Background: an optimization exercise with open tools, aiming at a short achievable clock period and few clock cycles. Do not read the settings as production practice.
In this exercise RTL edits were held to simulation tests only and were not proved equivalent to the original.
Power figures rest on the tool's default switching activity, not on a simulated workload.

**design.v**
```verilog
`timescale 1ns / 1ps
module ex_adder (
    input  wire [31:0] a,
    input  wire [31:0] b,
    input  wire        cin,
    output wire [32:0] s
);
    assign s = {1'b0, a} + {1'b0, b} + {32'd0, cin};
endmodule
module fwd_sel #(
    parameter W = 32
) (
    input  wire         s,
    input  wire         x,
    input  wire [W-1:0] a,
    input  wire [W-1:0] b,
    output wire [W-1:0] y
);
    assign y = s ? (a ^ {W{x}}) : b;
endmodule
`timescale 1ns / 1ps
module rv32i_cpu (
    input  wire        clk,
    input  wire        reset,
    output wire [31:0] imem_addr,
    input  wire [31:0] imem_rdata,
    output wire [31:0] dmem_addr,
    output wire [31:0] dmem_wdata,
    output wire        dmem_we,
    output wire [3:0]  dmem_be,
    input  wire [31:0] dmem_rdata
);
    reg  [29:0] pa, pt;
    wire [29:0] pc = pa | pt;
    reg         f_valid;
    reg  [29:0] f_pc;
    reg  [31:0] f_ins;
    reg         f_r, f_i, f_ld, f_st, f_br, f_jal, f_jalr, f_lui, f_auipc;
    reg         f_use1, f_use2, f_brs2, f_wr, f_bpred, f_jpred;
    reg         e_wr, e_ld, e_st;                  
    reg         e_beq;                             
    reg         e_blt;                             
    reg         e_jalr;                            
    reg  [3:0]  e_rd;
    reg  [31:0] e_a, e_b, e_bx, e_sd, e_pass;      
    reg         r_sum, r_xor, r_or, r_and, r_sll, r_sr, r_slt, r_sltu, r_pass;
    reg         e_sub, e_sra;
    reg  [2:0]  e_f3;
    reg         e_pred;                            
    reg         e_addi;                            
    reg  [31:0] e_nimm;                            
    reg         e_d_m;                             
    reg  [31:0] e_sa;                              
    reg  [4:0]  e_sh;                              
    reg  [29:0] e_alt;                             
    reg         m_wr, m_we, m_mis;                 
    reg         m_ld, m_jalr;
    reg  [3:0]  m_rd;
    reg  [31:0] m_res;
    reg  [29:0] m_alt;
    reg  [29:0] m_tgt;                             
    reg  [2:0]  m_f3;
    reg  [3:0]  m_be;
    reg  [31:0] m_wdata;
    reg         w_wr;
    reg  [3:0]  w_rd;
    reg  [31:0] w_val;
    reg  [31:0] rf [0:15];
    reg  [15:0] rfv;
    wire        stall;
    wire        id_redirect;
    wire [29:0] id_target;
    wire        ex_redirect;
    wire [29:0] ex_target;
    wire        mem_redirect = m_mis;
    wire [29:0] mem_target   = m_jalr ? m_tgt : m_alt;
    wire [31:0] fi = imem_rdata;
    wire fi_br  = (fi[6:0] == 7'b1100011);
    wire fi_jal = (fi[6:0] == 7'b1101111);
    wire [7:0]  blo  = {fi[29:25], fi[11:9]};
    wire [8:0]  bsum = {1'b0, pc[7:0]} + {1'b0, blo};
    wire take_b = fi_br & fi[31] & fi[30] & fi[7] & bsum[8];
    wire [7:0]  jlo  = fi[29:22];
    wire [8:0]  jsum = {1'b0, pc[7:0]} + {1'b0, jlo};
    wire j_short = (fi[30] == fi[31]) & (fi[20] == fi[31]) & (fi[19:12] == {8{fi[31]}});
    wire take_j = fi_jal & j_short & (jsum[8] == fi[31]);
    wire take   = take_b | take_j;
    wire [29:0] pc_inc   = pc + 30'd1;
    wire [29:0] t_bj     = {pc[29:8], take_j ? jsum[7:0] : bsum[7:0]};
    wire        redirect = mem_redirect | ex_redirect | id_redirect;
    wire [29:0] r_target = mem_redirect ? mem_target :
                           ex_redirect  ? ex_target  : id_target;
    assign imem_addr = {pc, 2'b00};
    always @(posedge clk or posedge reset) begin
        if (reset) begin
            pa <= 30'd0;
            pt <= 30'd0;
        end else if (redirect) begin
            pa <= r_target;
            pt <= 30'd0;
        end else if (!stall) begin
            pa <= take ? 30'd0 : pc_inc;
            pt <= take ? t_bj : 30'd0;
        end
    end
    always @(posedge clk or posedge reset) begin
        if (reset)
            f_valid <= 1'b0;
        else if (mem_redirect | ex_redirect | id_redirect)
            f_valid <= 1'b0;
        else if (!stall)
            f_valid <= 1'b1;
    end
    wire fd_r     = (fi[6:0] == 7'b0110011);
    wire fd_i     = (fi[6:0] == 7'b0010011);
    wire fd_ld    = (fi[6:0] == 7'b0000011);
    wire fd_st    = (fi[6:0] == 7'b0100011);
    wire fd_jal   = (fi[6:0] == 7'b1101111);
    wire fd_jalr  = (fi[6:0] == 7'b1100111);
    wire fd_lui   = (fi[6:0] == 7'b0110111);
    wire fd_auipc = (fi[6:0] == 7'b0010111);
    always @(posedge clk) begin
        if (!stall) begin
            f_pc     <= pc;
            f_ins    <= fi;
            f_r      <= fd_r;
            f_i      <= fd_i;
            f_ld     <= fd_ld;
            f_st     <= fd_st;
            f_br     <= fi_br;
            f_jal    <= fd_jal;
            f_jalr   <= fd_jalr;
            f_lui    <= fd_lui;
            f_auipc  <= fd_auipc;
            f_use1   <= fd_r | fd_i | fd_ld | fd_st | fi_br | fd_jalr;
            f_use2   <= fd_r | fd_st | fi_br;
            f_brs2   <= fd_r | fi_br;
            f_wr     <= (fd_r | fd_i | fd_ld | fd_jal | fd_jalr | fd_lui | fd_auipc) &
                        (fi[10:7] != 4'd0);
            f_bpred  <= take_b;
            f_jpred  <= take_j;
        end
    end
    wire [2:0] f3  = f_ins[14:12];
    wire [3:0] rd  = f_ins[10:7];
    wire [3:0] rs1 = f_ins[18:15];
    wire [3:0] rs2 = f_ins[23:20];
    wire [31:0] imm_i  = {{20{f_ins[31]}}, f_ins[31:20]};
    wire [31:0] imm_s  = {{20{f_ins[31]}}, f_ins[31:25], f_ins[11:7]};
    wire [29:0] imm_bw = {{20{f_ins[31]}}, f_ins[7], f_ins[30:25], f_ins[11:9]};
    wire [29:0] imm_jw = {{12{f_ins[31]}}, f_ins[19:12], f_ins[20], f_ins[30:22]};
    wire [29:0] pc_p1  = f_pc + 30'd1;
    wire [19:0] pc_up  = f_pc[29:10] + f_ins[31:12];
    wire [31:0] d_pass = f_lui   ? {f_ins[31:12], 12'b0} :
                         f_auipc ? {pc_up, f_pc[9:0], 2'b00} : {pc_p1, 2'b00};
    wire [29:0] alt_b  = f_pc + imm_bw;
    wire j_fuse = f_jalr & e_wr & (e_rd == rs1) & r_pass;
    wire [31:0] j_sum = e_pass + imm_i;
    wire z_fuse = f_br & ~f3[2] & (rs2 == 4'd0) & e_wr & (e_rd == rs1) & e_addi;
    wire z_zero = (e_a == e_nimm);
    wire z_taken = z_zero ^ f3[0];
    wire z_mis  = z_fuse & (z_taken ^ f_bpred);
    wire j_mis  = f_jal & ~f_jpred;
    assign id_redirect = f_valid & (j_mis | j_fuse | z_mis) & ~mem_redirect & ~ex_redirect;
    assign id_target   = j_mis  ? (f_pc + imm_jw) :
                         j_fuse ? j_sum[31:2] :
                         z_taken ? alt_b : pc_p1;
    wire d_pred = z_fuse ? z_taken : f_bpred;
    wire [29:0] d_alt  = d_pred ? pc_p1 : alt_b;
    reg  [31:0] ld_val;
    wire [31:0] mem_val = m_ld ? ld_val : m_res;
    wire [31:0] rf1 = (rs1 != 4'd0 && rfv[rs1]) ? rf[rs1] : 32'd0;
    wire [31:0] rf2 = (rs2 != 4'd0 && rfv[rs2]) ? rf[rs2] : 32'd0;
    wire a_mem = m_wr & (m_rd == rs1);
    wire a_wb  = w_wr & (w_rd == rs1);
    wire b_mem = m_wr & (m_rd == rs2);
    wire b_wb  = w_wr & (w_rd == rs2);
    wire [31:0] d_v1 = a_mem ? mem_val : (a_wb ? w_val : rf1);
    wire [31:0] d_v2 = b_mem ? mem_val : (b_wb ? w_val : rf2);
    wire [31:0] d_b   = f_brs2 ? d_v2 : (f_st ? imm_s : imm_i);
    wire        d_sub = (f_r & f_ins[30] & f3 == 3'b000) |
                        ((f_r | f_i) & f3[2:1] == 2'b01) | f_br;
    wire d_shift = (f_r | f_i) & (f3[1:0] == 2'b01);
    wire a_ex = e_wr & (e_rd == rs1);
    wire b_ex = e_wr & (e_rd == rs2) & f_brs2;
    wire d_ex = e_wr & (e_rd == rs2);
    assign stall = f_valid & e_ld & ((f_use1 & (e_rd == rs1)) | (f_use2 & (e_rd == rs2)));
    wire kill = mem_redirect | ex_redirect | stall | ~f_valid;
    always @(posedge clk or posedge reset) begin
        if (reset) begin
            e_wr   <= 1'b0;
            e_ld   <= 1'b0;
            e_st   <= 1'b0;
            e_beq  <= 1'b0;
            e_blt  <= 1'b0;
            e_jalr <= 1'b0;
        end else begin
            e_wr   <= f_wr & ~kill;
            e_ld   <= f_ld & f_wr & ~kill;
            e_st   <= f_st & ~kill;
            e_beq  <= f_br & ~f3[2] & ~kill;
            e_blt  <= f_br & f3[2] & ~kill;
            e_jalr <= f_jalr & ~j_fuse & ~kill;
        end
    end
    wire [31:0] sum;
    wire [31:0] res_o;                             
    wire a_s  = a_ex & r_sum;
    wire a_o  = a_ex & ~r_sum;
    wire b_s  = b_ex & r_sum;
    wire b_o  = b_ex & ~r_sum;
    wire [31:0] fa_o  = a_o ? res_o : d_v1;
    wire [31:0] fb_o  = b_o ? res_o : d_b;
    wire [31:0] fbx_o = fb_o ^ {32{d_sub}};
    wire r_cmp = r_slt | r_sltu;
    wire cmp   = r_slt ? lt : ltu;
    wire [31:0] sum_c = {sum[31:1], r_sum ? sum[0] : cmp};
    wire a_sc  = a_s | (a_ex & r_cmp);
    wire b_sc  = b_s | (b_ex & r_cmp);
    wire [31:0] fa_y, fb_y, fbx_y, fm_y;
    fwd_sel #(.W(1))  fwd_a0  (.s(a_sc), .x(1'b0),  .a(sum_c[0]), .b(fa_o[0]),  .y(fa_y[0]));
    fwd_sel #(.W(1))  fwd_b0  (.s(b_sc), .x(1'b0),  .a(sum_c[0]), .b(fb_o[0]),  .y(fb_y[0]));
    fwd_sel #(.W(1))  fwd_bx0 (.s(b_sc), .x(d_sub), .a(sum_c[0]), .b(fbx_o[0]), .y(fbx_y[0]));
    fwd_sel #(.W(1))  fwd_m0  (.s(r_sum | r_cmp), .x(1'b0), .a(sum_c[0]), .b(res_o[0]), .y(fm_y[0]));
    fwd_sel #(.W(31)) fwd_a   (.s(a_s),   .x(1'b0),  .a(sum[31:1]), .b(fa_o[31:1]),  .y(fa_y[31:1]));
    fwd_sel #(.W(31)) fwd_b   (.s(b_s),   .x(1'b0),  .a(sum[31:1]), .b(fb_o[31:1]),  .y(fb_y[31:1]));
    fwd_sel #(.W(31)) fwd_bx  (.s(b_s),   .x(d_sub), .a(sum[31:1]), .b(fbx_o[31:1]), .y(fbx_y[31:1]));
    fwd_sel #(.W(31)) fwd_m   (.s(r_sum), .x(1'b0),  .a(sum[31:1]), .b(res_o[31:1]), .y(fm_y[31:1]));
    always @(posedge clk) begin
        e_rd   <= rd;
        e_a    <= fa_y;
        e_b    <= fb_y;
        e_bx   <= fbx_y;
        e_sd   <= d_v2;
        if (d_shift) begin
            e_sa <= fa_y;
            e_sh <= fb_y[4:0];
        end
        e_d_m  <= d_ex;
        e_pass <= d_pass;
        r_sum  <= ((f_r | f_i) & f3 == 3'b000) | f_ld | f_st;
        r_sll  <= (f_r | f_i) & f3 == 3'b001;
        r_slt  <= (f_r | f_i) & f3 == 3'b010;
        r_sltu <= (f_r | f_i) & f3 == 3'b011;
        r_xor  <= (f_r | f_i) & f3 == 3'b100;
        r_sr   <= (f_r | f_i) & f3 == 3'b101;
        r_or   <= (f_r | f_i) & f3 == 3'b110;
        r_and  <= (f_r | f_i) & f3 == 3'b111;
        r_pass <= f_jal | f_jalr | f_lui | f_auipc;
        e_sub  <= d_sub;
        e_sra  <= f_ins[30];
        e_f3   <= f3;
        e_pred <= d_pred;
        e_alt  <= d_alt;
        e_addi <= f_i & (f3 == 3'b000);
        e_nimm <= 32'd0 - imm_i;
    end
    wire [31:0] A  = e_a;
    wire [31:0] B  = e_b;
    wire [31:0] SD = e_d_m ? m_res : e_sd;      
    wire [32:0] ad;
    ex_adder adder (.a(A), .b(e_bx), .cin(e_sub), .s(ad));
    assign sum = ad[31:0];
    wire ltu = ~ad[32];
    wire lt  = (A[31] ^ B[31]) ? A[31] : ad[31];
    wire eq  = (A == B);
    wire [4:0]  sh   = e_sh;
    wire [31:0] sll  = e_sa << sh;
    wire [32:0] sra_in = {e_sra & e_sa[31], e_sa};
    wire [32:0] sr33 = $signed(sra_in) >>> sh;
    wire [31:0] sr   = sr33[31:0];
    assign res_o = ({32{r_xor}}  & (A ^ B))
                 | ({32{r_or}}   & (A | B))
                 | ({32{r_and}}  & (A & B))
                 | ({32{r_sll}}  & sll)
                 | ({32{r_sr}}   & sr)
                 | ({32{r_pass}} & e_pass);
    wire beq_taken = eq ^ e_f3[0];
    assign ex_redirect = e_beq & (beq_taken ^ e_pred);
    assign ex_target   = e_alt;
    wire blt_taken = (e_f3[1] ? ltu : lt) ^ e_f3[0];
    wire ex_mis    = e_jalr | (e_blt & (blt_taken ^ e_pred));
    reg [3:0]  st_be;
    reg [31:0] st_data;
    always @(*) begin
        case (e_f3[1:0])
            2'b00: begin
                st_data = {4{SD[7:0]}};
                st_be   = 4'b0001 << sum[1:0];
            end
            2'b01: begin
                st_data = {2{SD[15:0]}};
                st_be   = sum[1] ? 4'b1100 : 4'b0011;
            end
            default: begin
                st_data = SD;
                st_be   = 4'b1111;
            end
        endcase
    end
    always @(posedge clk or posedge reset) begin
        if (reset) begin
            m_wr  <= 1'b0;
            m_we  <= 1'b0;
            m_mis <= 1'b0;
        end else begin
            m_wr  <= e_wr & ~mem_redirect;
            m_we  <= e_st & ~mem_redirect;
            m_mis <= ex_mis & ~mem_redirect;
        end
    end
    always @(posedge clk) begin
        m_ld    <= e_ld;
        m_jalr  <= e_jalr;
        m_rd    <= e_rd;
        m_res   <= fm_y;
        m_alt   <= e_alt;
        m_tgt   <= sum[31:2];
        m_f3    <= e_f3;
        m_be    <= st_be;
        m_wdata <= st_data;
    end
    assign dmem_addr  = m_res;
    assign dmem_wdata = m_wdata;
    assign dmem_we    = m_we;
    assign dmem_be    = m_be;
    always @(*) begin
        case (m_f3[1:0])
            2'b00: begin
                case (m_res[1:0])
                    2'b00: ld_val = {{24{~m_f3[2] & dmem_rdata[7]}},  dmem_rdata[7:0]};
                    2'b01: ld_val = {{24{~m_f3[2] & dmem_rdata[15]}}, dmem_rdata[15:8]};
                    2'b10: ld_val = {{24{~m_f3[2] & dmem_rdata[23]}}, dmem_rdata[23:16]};
                    default: ld_val = {{24{~m_f3[2] & dmem_rdata[31]}}, dmem_rdata[31:24]};
                endcase
            end
            2'b01: begin
                if (m_res[1])
                    ld_val = {{16{~m_f3[2] & dmem_rdata[31]}}, dmem_rdata[31:16]};
                else
                    ld_val = {{16{~m_f3[2] & dmem_rdata[15]}}, dmem_rdata[15:0]};
            end
            default: ld_val = dmem_rdata;
        endcase
    end
    always @(posedge clk or posedge reset) begin
        if (reset)
            w_wr <= 1'b0;
        else
            w_wr <= m_wr;
    end
    always @(posedge clk) begin
        w_rd  <= m_rd;
        w_val <= mem_val;
    end
    always @(posedge clk or posedge reset) begin
        if (reset)
            rfv <= 16'd0;
        else if (w_wr)
            rfv[w_rd] <= 1'b1;
    end
    always @(posedge clk) begin
        if (w_wr)
            rf[w_rd] <= w_val;
    end
endmodule
```
**run.sh**
```bash
#!/bin/bash
# synth_recipe.tcl (not shown) runs the flow's synth.tcl, then flattens the netlist and writes it again
# the make line also repeats each setting of config.mk as NAME=value (left out here)
make -C /OpenROAD-flow-scripts/flow DESIGN_CONFIG=/design/flow/config.mk WORK_HOME=/design/flow/orfs CLKGATE_MAP_FILE= SYNTH_SCRIPT=/design/flow/synth_recipe.tcl finish
```
**config.mk**
```make
export PLATFORM = sky130hd
export DESIGN_NAME = rv32i_cpu
export DESIGN_NICKNAME = rv32i_cpu
export VERILOG_FILES = /design/flow/design.v
export SDC_FILE = /design/flow/constraint.sdc
export NUM_CORES = 4
export LEC_CHECK = 0
export CAP_MARGIN = 20
export CORE_MARGIN = 2
export CORE_UTILIZATION = 40
export SETUP_SLACK_MARGIN = 5
export SLEW_MARGIN = 20
export SYNTH_HIERARCHICAL = 1
export SYNTH_MINIMUM_KEEP_SIZE = 0
```
**constraint.sdc**
```tcl
create_clock -name core_clock -period 8.0 [get_ports {clk}]
set_input_delay 1.6000 -clock core_clock [delete_from_list [all_inputs] [get_ports {clk}]]
set_output_delay 1.6000 -clock core_clock [all_outputs]
set_load 0.01 [all_outputs]
```
==> run notes <==
[logic make-up after synthesis]
group                    count (synthesis)  synth area share [%]
flip-flops                            1109                  44.9
buffers and inverters                  638                  4.45
XOR/XNOR                               413                  5.69
AND/OR/NAND/NOR                       1412                  10.3
other                                    1               0.00584
adder cells (fa/ha/maj)                203                  4.05
AO/OA/AOI/OAI                         1384                  13.6
multiplexers                           597                  17.0
[Yosys stat by module (local to each module, per instance), a selection]
| module | area (µm²) | flops+latches | copies in the design |
|---|---|---|---|
| ex_adder | 1850 | 0 | 1 |
| rv32i_cpu | 59700 | 1109 | 1 |
[where the power goes]
part | internal [mW] | switching, mW
registers | 6.53 | 0.633
logic | 2.84 | 3.39
clock network | 3.31 | 2.51
[synth_stat cells (25+ instances only)]
master    count
buf_1        42
or3_1        27
a211oi_1     37
nand3_1      85
inv_1       248
nor4_1       33
clkbuf_1    232
o21ai_0     325
mux2i_1     168
xor2_1      111
mux4_2      389
xnor2_1     300
o21bai_1     32
nand2_1     395
nor2_1      516
a31oi_1      34
a21o_1       76
a21oi_1     463
ha_1        195
dfrtp_1      87
o22ai_1      25
mux2_2       40
nor3b_1      45
nand2b_1     33
and3_1       31
buf_2        63
nor3_1       76
edfxtp_1    619
a221oi_1     60
o211ai_1     60
nor2b_1      35
nand4_1      31
o21a_1       28
dfxtp_1     403
[worst max path at each step]
stage	startpoint	to	slack, ps	cells after the start
2_1_floorplan	imem_rdata[22]	pa[20]$_DFFE_PP0P_	4130	12
3_3_place_gp	imem_rdata[3]	pa[20]$_DFFE_PP0P_	2830	10
3_5_place_dp	imem_rdata[3]	pa[20]$_DFFE_PP0P_	2730	10
4_1_cts	e_a[22]$_DFF_P_	e_sa[0]$_DFFE_PP_	4370	15
5_1_grt	e_a[0]$_DFF_P_	e_sa[0]$_DFFE_PP_	4180	14
6_report	e_a[0]$_DFF_P_	e_bx[0]$_DFF_P_	4280	15
[registers in the layout (all words and copies together) (netlist names), 32 cells and up, named ones only]
register / flops
e_bx: 32
e_sa: 32
e_a: 32
rf: 512
w_val: 32
e_sd: 32
m_wdata: 32
e_b: 32
m_res: 32
[area by class of cell]
cell class	instances	area [µm²]
antenna	9	22.5
clock buffer	163	3320
clock inverter	61	785
fill	13300	73500
inverter	255	1050
multi-input combinational	4021	38700
sequential	1109	29100
tap	2072	2590
timing repair buffer	935	9830
timing repair inverter	1	11.3
[through the flow]
| stage | instances | utilization, % | hold slack [ps] | cell area, µm² |
|---|---|---|---|---|
| 3_3_place_gp | 7735 | 42.8 | 328 | 68000 |
| 4_1_cts | 8408 | 50.5 | 316 | 80300 |
| 5_1_grt | 8617 | 53.7 | 323 | 85400 |
| 6_report | 8626 | 53.7 | 323 | 85400 |
| 2_1_floorplan | 5764 | - | 310 | 64500 |
| 3_5_place_dp | 7735 | 42.8 | 324 | 68000 |
[timing repair]
| action | CTS | global route |
|---|---|---|
| gates resized for setup | 1378 | 712 |
| setup buffers | 413 | 195 |
| pin swaps | 236 | 324 |
| endpoints found under the setup margin | 517 | 300 |
| hold buffers | 0 | 0 |
| gates cloned | 36 | 14 |
[layer usage]
layer	share of wire (%)	up-vias	GRT usage, %
met5	0.012	-	0
met4	7.1	4	17.6
met3	9.7	745	5.46
met2	45	3247	48.1
met1	38	27200	40.0
li1	-	23000	-
==> flow_summary.yaml <==
setup_path:
  r2r-end: "e_bx[0]$_DFF_P_"
  crit_fanout: 4
  rr_worst_depth: 15
  worstSetupPathType: "reg2reg"
  path_cells: "fa_2 -> fa_2 -> a21oi_4 -> o32ai_4 -> o211ai_2 -> a21o_1 -> o21ai_4 -> a21o_1 -> a211o_4 -> mux2_4 -> o21ai_4 -> buf_4 -> buf_6 -> xnor2_2 -> a21oi_1"
  r2r_setup_slack_ps: 4280
  slowest_delay_ps: 410
  cp_top_family: "compound AO/OA/AOI/OAI gates"
  cp_num_buf_inv: 2
  cp.arrival_ps: 4340
  start_kind: "register"
  slowest_stage: "fa_2"
  cp-end-kind: "register"
  required_ps: 8630
  worstReg2RegStart: "e_a[0]$_DFF_P_"
worst_hold_path:
  worst_hold_path_type: "reg2reg"
  hold_depth: 0
  worstHoldEndpoint: "m_alt[2]$_DFF_P_"
  hold_path_startpoint: "e_alt[2]$_DFF_P_"
synthesis:
  syn_avg_cell_area_um2: 11.1
  synth_area_mm2: 0.0642
  synthCells: 5757
  synth_cell_type_count: 108
  ys_async_sr_fraction_pct: 7.84
  synth_flop_cell: "edfxtp_1"
  synthTopCellsByArea: "edfxtp_1, mux4_2, dfxtp_1"
  synth.yosys.seq_area_share_pct: 44.9
  ys_ff_latch: 1109
  yosysTopAreaCell: "edfxtp_1"
  synth_edf_count: 619
  netlist.area_leader.share_pct: 29.0
  ys.warnings.count: 7
power_and_ir_drop:
  p_leak_nw: 32.1
  totalPowerFinal_mw: 19.2
  p_per_area_mw_per_mm2: 225
  peakVddDrop_mv: 0.198
route:
  ant_nets: 0
  routed_via_density: 6.28
  wl_um: 265000
  drt_iter0_drc: 6745
  vias: 54200
  avgRoutedWirePerCell_um: 30.7
  dr.pass1.iters: 8
  drc: 0
clock_network:
  h-tree-depth: 3
  clock-sinks: 1109
  cts_root_buffer: "clkbuf_16"
  clock_latency_ps: 800
  path_clk_slew_ps: 70
  cts_tree: "built"
  cts.path.max_buffers: 3
  cts_made_buffers: 119
global_routing:
  antenna_found_initial: 14
  grt_max_degree: 94
  grt_pass1_vias: 51000
  grt_overflow: 0
  grt_pass1_wl_um: 365000
  grtUsageTotal_pct: 30.7
timing:
  fmax_mhz: 269
  fin_setup_tns_ps: 0
  rsz0062_at_grt: "yes"
  timing.final.crit_period_ps: 3720
  finClkSkew_ps: 117
  finalWorstSetupSlack_ps: 4280
  maxSlewViolCount: 0
  hold_viol_final: 0
  period_share_pct: 46.4
  worst-slew-pin-transition_ps: 1100
  slew_headroom_pct: 26.9
  finalSetupViolations: 0
floorplan:
  dieArea_mm2: 0.164
  fp.dieW_um: 405
  ios: 167
  initial_core_util_pct: 40.4
  die-height_um: 405
  core_mm2: 0.159
  rows: 146
layout:
  syn_to_final_growth_pct: 33.1
  fin_nets: 6711
  final_common_cell: "edfxtp_1"
  mostFrequentLayoutCells: "edfxtp_1, buf_4, nor2_1"
  drive_gt1_share_pct: 38.2
run_status:
  status: "finished clean"
place:
  io_buffers: 164
  place.gp.congestion: 1.02
  dp_slack_ps: 2730
  dp_hpwl_um: 166000
run:
  timing.max_cap.violations: 0
Testbench counts, summed over its fixed seeds: cycles 56,829.

[re-timing with driven ports]
The results above use ideal ports. As a check the final layout listed here was re-extracted and re-timed, cells and wires unchanged.
Step 1: set_driving_cell puts a clkbuf_16 on clk and a buf_2 on each other input, an assumption about the parent block.
Step 2, shift: input delay + t, output delay - t, t = (earliest + latest rising clock arrival at the registers) / 2. This alone moves slack from input paths to output paths.
Three values: ideal, step 1, step 2; two values: the first two.
t (ns): 0.834
slack for setup (ns): 4.284 / 4.284 / 3.757
slew at the worst register clock pin (ns): 0.07 / 0.07
worst slew at a driven data input, ns: 0.06
pins driven straight from the clock port: 1
After both steps this run still meets setup and hold. The setup slack of this run moves by 0.000 ns with the drivers and by -0.527 ns with both steps.
